Context: an optimization exercise on an open-source flow, tuned for small area, a short achievable clock period and few clock cycles. The choices shown serve that exercise and are no tape-out recipe.
Function was checked by simulation only, so behaviour that the tests miss may differ from the original.

Design ascon_core_sca, start of the top module:
module ascon_core_sca #(parameter D = NUM_SHARES) (
    input  logic              clk,
    input  logic              rst,
    input  logic [D*CCSW-1:0] key,
    input  logic              key_valid,
    output logic              key_ready,
    input  logic [ D*CCW-1:0] bdi,
    input  logic              bdi_valid,
    output logic              bdi_ready,
    input  logic [       3:0] bdi_type,
    input  logic              bdi_eot,
    input  logic              bdi_eoi,
    input  logic              decrypt,
    input  logic              hash,
    output logic [ D*CCW-1:0] bdo,
    output logic              bdo_valid,
    input  logic              bdo_ready,
    output logic [       3:0] bdo_type,
    output logic              bdo_eot,
    output logic              auth,
    output logic              auth_valid,
    input  logic              auth_ready
);
Settings: LEC_CHECK=0, CAP_MARGIN=30, CORE_MARGIN=2, CORE_UTILIZATION=28, GPL_ROUTABILITY_DRIVEN=1, GPL_TIMING_DRIVEN=1, PLACE_DENSITY=0.38, SLEW_MARGIN=20, TNS_END_PERCENT=10; clock period 11.0 ns.
standard.sh (not shown) runs the stock make flow with config.mk's settings and CLKGATE_MAP_FILE= SYNTH_SCRIPT=/design/flow/synth_recipe.tcl, a recipe that flattens the netlist after the stock synthesis.
==> flow/flow/run.sh <==
#!/bin/bash
# Layout: the standard flow (standard.sh, unchanged synthesis and steps)
# with two optimisation settings changed:
#  - ORFS's timing repair is asked for more setup slack than the clock needs,
#    so that it sizes and buffers the critical paths for a shorter period;
#  - the port buffers that placement inserts on every input and output are
#    buf_4 cells instead of the tool's default pick (a delay cell).
# The clock, constraints and everything else are the standard flow's. make's
# full output goes to make_finish.log in this folder; the tools' own logs
# are under orfs/logs.
set -o pipefail
bash standard.sh SETUP_SLACK_MARGIN=7.25 "BUFFER_PORTS_ARGS=-buffer_cell sky130_fd_sc_hd__buf_4" \
  finish > make_finish.log 2>&1
Testbench counts at the start, summed over its fixed seeds: cycles 19,418.
Then changed:
--- a/flow/config.mk
+++ b/flow/config.mk
@@ -15 +14,0 @@
-export TNS_END_PERCENT = 10
=>
- The new run completed with no timing, DRC or antenna violations
- hold slack improves by 5.3 ps
- synthesized cell count does not change
- core utilization climbs by 0.78 points
- worst setup slack improves by 380 ps
- die area is unchanged
- global-route usage climbs by 1.0 points
- non-clock buffer count grows by 87
- wire length goes up by a few percent
Then changed:
--- a/flow/flow/run.sh
+++ b/flow/flow/run.sh
@@ -12 +12 @@
-bash standard.sh SETUP_SLACK_MARGIN=7.25 "BUFFER_PORTS_ARGS=-buffer_cell sky130_fd_sc_hd__buf_4" \
+bash standard.sh SETUP_SLACK_MARGIN=7.3 "BUFFER_PORTS_ARGS=-buffer_cell sky130_fd_sc_hd__buf_4" \
Result:
- final area is about the same
- clock-buffer cell count falls by 10
- via count barely changes
- maximum frequency drops by about 5%
- sequential cell count does not change
- setup slack gets worse by 210 ps
- synthesized cell count stays the same
- utilization stays flat
- worst hold slack improves by 9.2 ps

* * *

Setup of alpha:
Another version of the RTL of ascon_core_sca (not shown whole).
Size: roughly 12000 cells after synthesis, ~1900 flip-flops, ~0.12 sq mm of cells after synthesis.
==> flow/config.mk <==
export PLATFORM = sky130hd
export DESIGN_NAME = ascon_core_sca
export DESIGN_NICKNAME = ascon_core_sca
export VERILOG_FILES = /design/flow/design.v
export SDC_FILE = /design/flow/constraint.sdc
export NUM_CORES = 4
export LEC_CHECK = 0
export CAP_MARGIN = 30
export CORE_MARGIN = 2
export CORE_UTILIZATION = 28
export GPL_ROUTABILITY_DRIVEN = 1
export GPL_TIMING_DRIVEN = 1
export PLACE_DENSITY = 0.38
export SLEW_MARGIN = 20
==> flow/constraint.sdc <==
create_clock -name core_clock -period 11.0 [get_ports {clk}]
set_input_delay 2.2000 -clock core_clock [delete_from_list [all_inputs] [get_ports {clk}]]
set_output_delay 2.2000 -clock core_clock [all_outputs]
set_load 0.01 [all_outputs]
==> flow/flow/run.sh <==
#!/bin/bash
# Layout: the standard flow (standard.sh, unchanged synthesis and steps)
# with ORFS's timing repair asked for more setup slack than the clock needs,
# so that it sizes and buffers the critical paths for a shorter period. The
# clock, constraints and everything else are the standard flow's. make's
# full output goes to make_finish.log in this folder; the tools' own logs
# are under orfs/logs.
set -o pipefail
bash standard.sh SETUP_SLACK_MARGIN=7.0 finish > make_finish.log 2>&1
alpha finished all stages; the layout is clean.
Testbench counts of alpha, summed over its fixed seeds: cycles 19,240.
## Diff of input files: beta against alpha
==> flow/flow/run.sh <==
#!/bin/bash
# Layout: the standard flow (standard.sh, unchanged synthesis and steps)
# with two optimisation settings changed:
#  - ORFS's timing repair is asked for more setup slack than the clock needs,
#    so that it sizes and buffers the critical paths for a shorter period;
#  - the port buffers that placement inserts on every input and output are
#    buf_4 cells instead of the tool's default pick (a delay cell).
# The clock, constraints and everything else are the standard flow's. make's
# full output goes to make_finish.log in this folder; the tools' own logs
# are under orfs/logs.
set -o pipefail
bash standard.sh SETUP_SLACK_MARGIN=7.25 "BUFFER_PORTS_ARGS=-buffer_cell sky130_fd_sc_hd__buf_4" \
  finish > make_finish.log 2>&1
==> summary.txt <==
- Looking at global-route wire length before repair across beta and alpha, the one that comes out higher is alpha.
- Diff alpha..beta | deepest clock path buffer count | unchanged
- First-iteration DRC count, beta and alpha: higher on beta

* * *

ascon_core_sca, a different RTL version from the one above (not shown whole).
Size in the first run: roughly 12000 cells after synthesis, roughly 1900 flip-flops, ~220 I/O pins, about 0.12 sq mm of cells after synthesis.
export LEC_CHECK = 0
export CAP_MARGIN = 30
export CORE_MARGIN = 2
export CORE_UTILIZATION = 28
export GPL_ROUTABILITY_DRIVEN = 1
export GPL_TIMING_DRIVEN = 1
export PLACE_DENSITY = 0.38
export SLEW_MARGIN = 20
create_clock -name core_clock -period 11.0 [get_ports {clk}]
==> flow/flow/run.sh <==
#!/bin/bash
# Layout: the standard flow (standard.sh, unchanged synthesis and steps)
# with two optimisation settings changed:
#  - ORFS's timing repair is asked for more setup slack than the clock needs,
#    so that it sizes and buffers the critical paths for a shorter period;
#  - the port buffers that placement inserts on every input and output are
#    buf_4 cells instead of the tool's default pick (a delay cell).
# The clock, constraints and everything else are the standard flow's. make's
# full output goes to make_finish.log in this folder; the tools' own logs
# are under orfs/logs.
set -o pipefail
bash standard.sh SETUP_SLACK_MARGIN=7.1 "BUFFER_PORTS_ARGS=-buffer_cell sky130_fd_sc_hd__buf_4" \
  finish > make_finish.log 2>&1
Testbench counts at the start, summed over its fixed seeds: cycles 19,418.
Edit:
--- a/flow/flow/run.sh
+++ b/flow/flow/run.sh
@@ -11,3 +11,3 @@
 set -o pipefail
-bash standard.sh SETUP_SLACK_MARGIN=7.1 "BUFFER_PORTS_ARGS=-buffer_cell sky130_fd_sc_hd__buf_4" \
+bash standard.sh SETUP_SLACK_MARGIN=7.35 "BUFFER_PORTS_ARGS=-buffer_cell sky130_fd_sc_hd__buf_4" \
   finish > make_finish.log 2>&1
The changed run completed with no timing, DRC or antenna violations. Setup slack gains 0.096 ns. Synthesized cell count stays the same. Cell count went up slightly. Via count rises slightly.

[separate check: timing with driven ports]
The results above use ideal ports. As a check the final layouts listed here were re-extracted and re-timed, cells and wires unchanged.
Step 1 sets driving cells, clkbuf_16 on the clock port and buf_2 on the other inputs (assumed; they add their load-dependent delay and slew).
Step 2 moves the port delays by t, midway between the first and last clock arrival at a register: inputs arrive t later, outputs are due t later. That takes back most of the time a late clock gives input paths.
Three values: ideal ports, drivers, drivers and shift; two values: the first two.
| run | shift t [ns] | slack for setup (ns) | clock arrival spread, ns | worst slew at a driven data input, ns |
|---|---|---|---|---|
| the first run of note 1 | 1.097 | 6.707 / 6.707 / 6.016 | 0.069 / 0.069 | 0.25 |
| the second run of note 1 | 1.107 | 7.091 / 7.005 / 6.057 | 0.060 / 0.060 | 0.24 |
| the third run of note 1 | 1.076 | 6.880 / 6.880 / 5.985 | 0.060 / 0.060 | 0.32 |
| alpha | 1.092 | 6.754 / 6.809 / 5.745 | 0.056 / 0.056 | 0.25 |
| beta | 1.094 | 6.692 / 6.780 / 5.686 | 0.054 / 0.053 | 0.27 |
| the first run of note 3 | 1.090 | 6.977 / 6.860 / 6.186 | 0.059 / 0.058 | 0.36 |
| the second run of note 3 | 1.119 | 7.074 / 6.937 / 6.228 | 0.064 / 0.065 | 0.30 |
After both steps setup and hold are still met in every run listed. For the second run of note 1, which loses most, drivers alone change the setup slack by -0.086 ns; drivers and shift together by -1.034 ns.
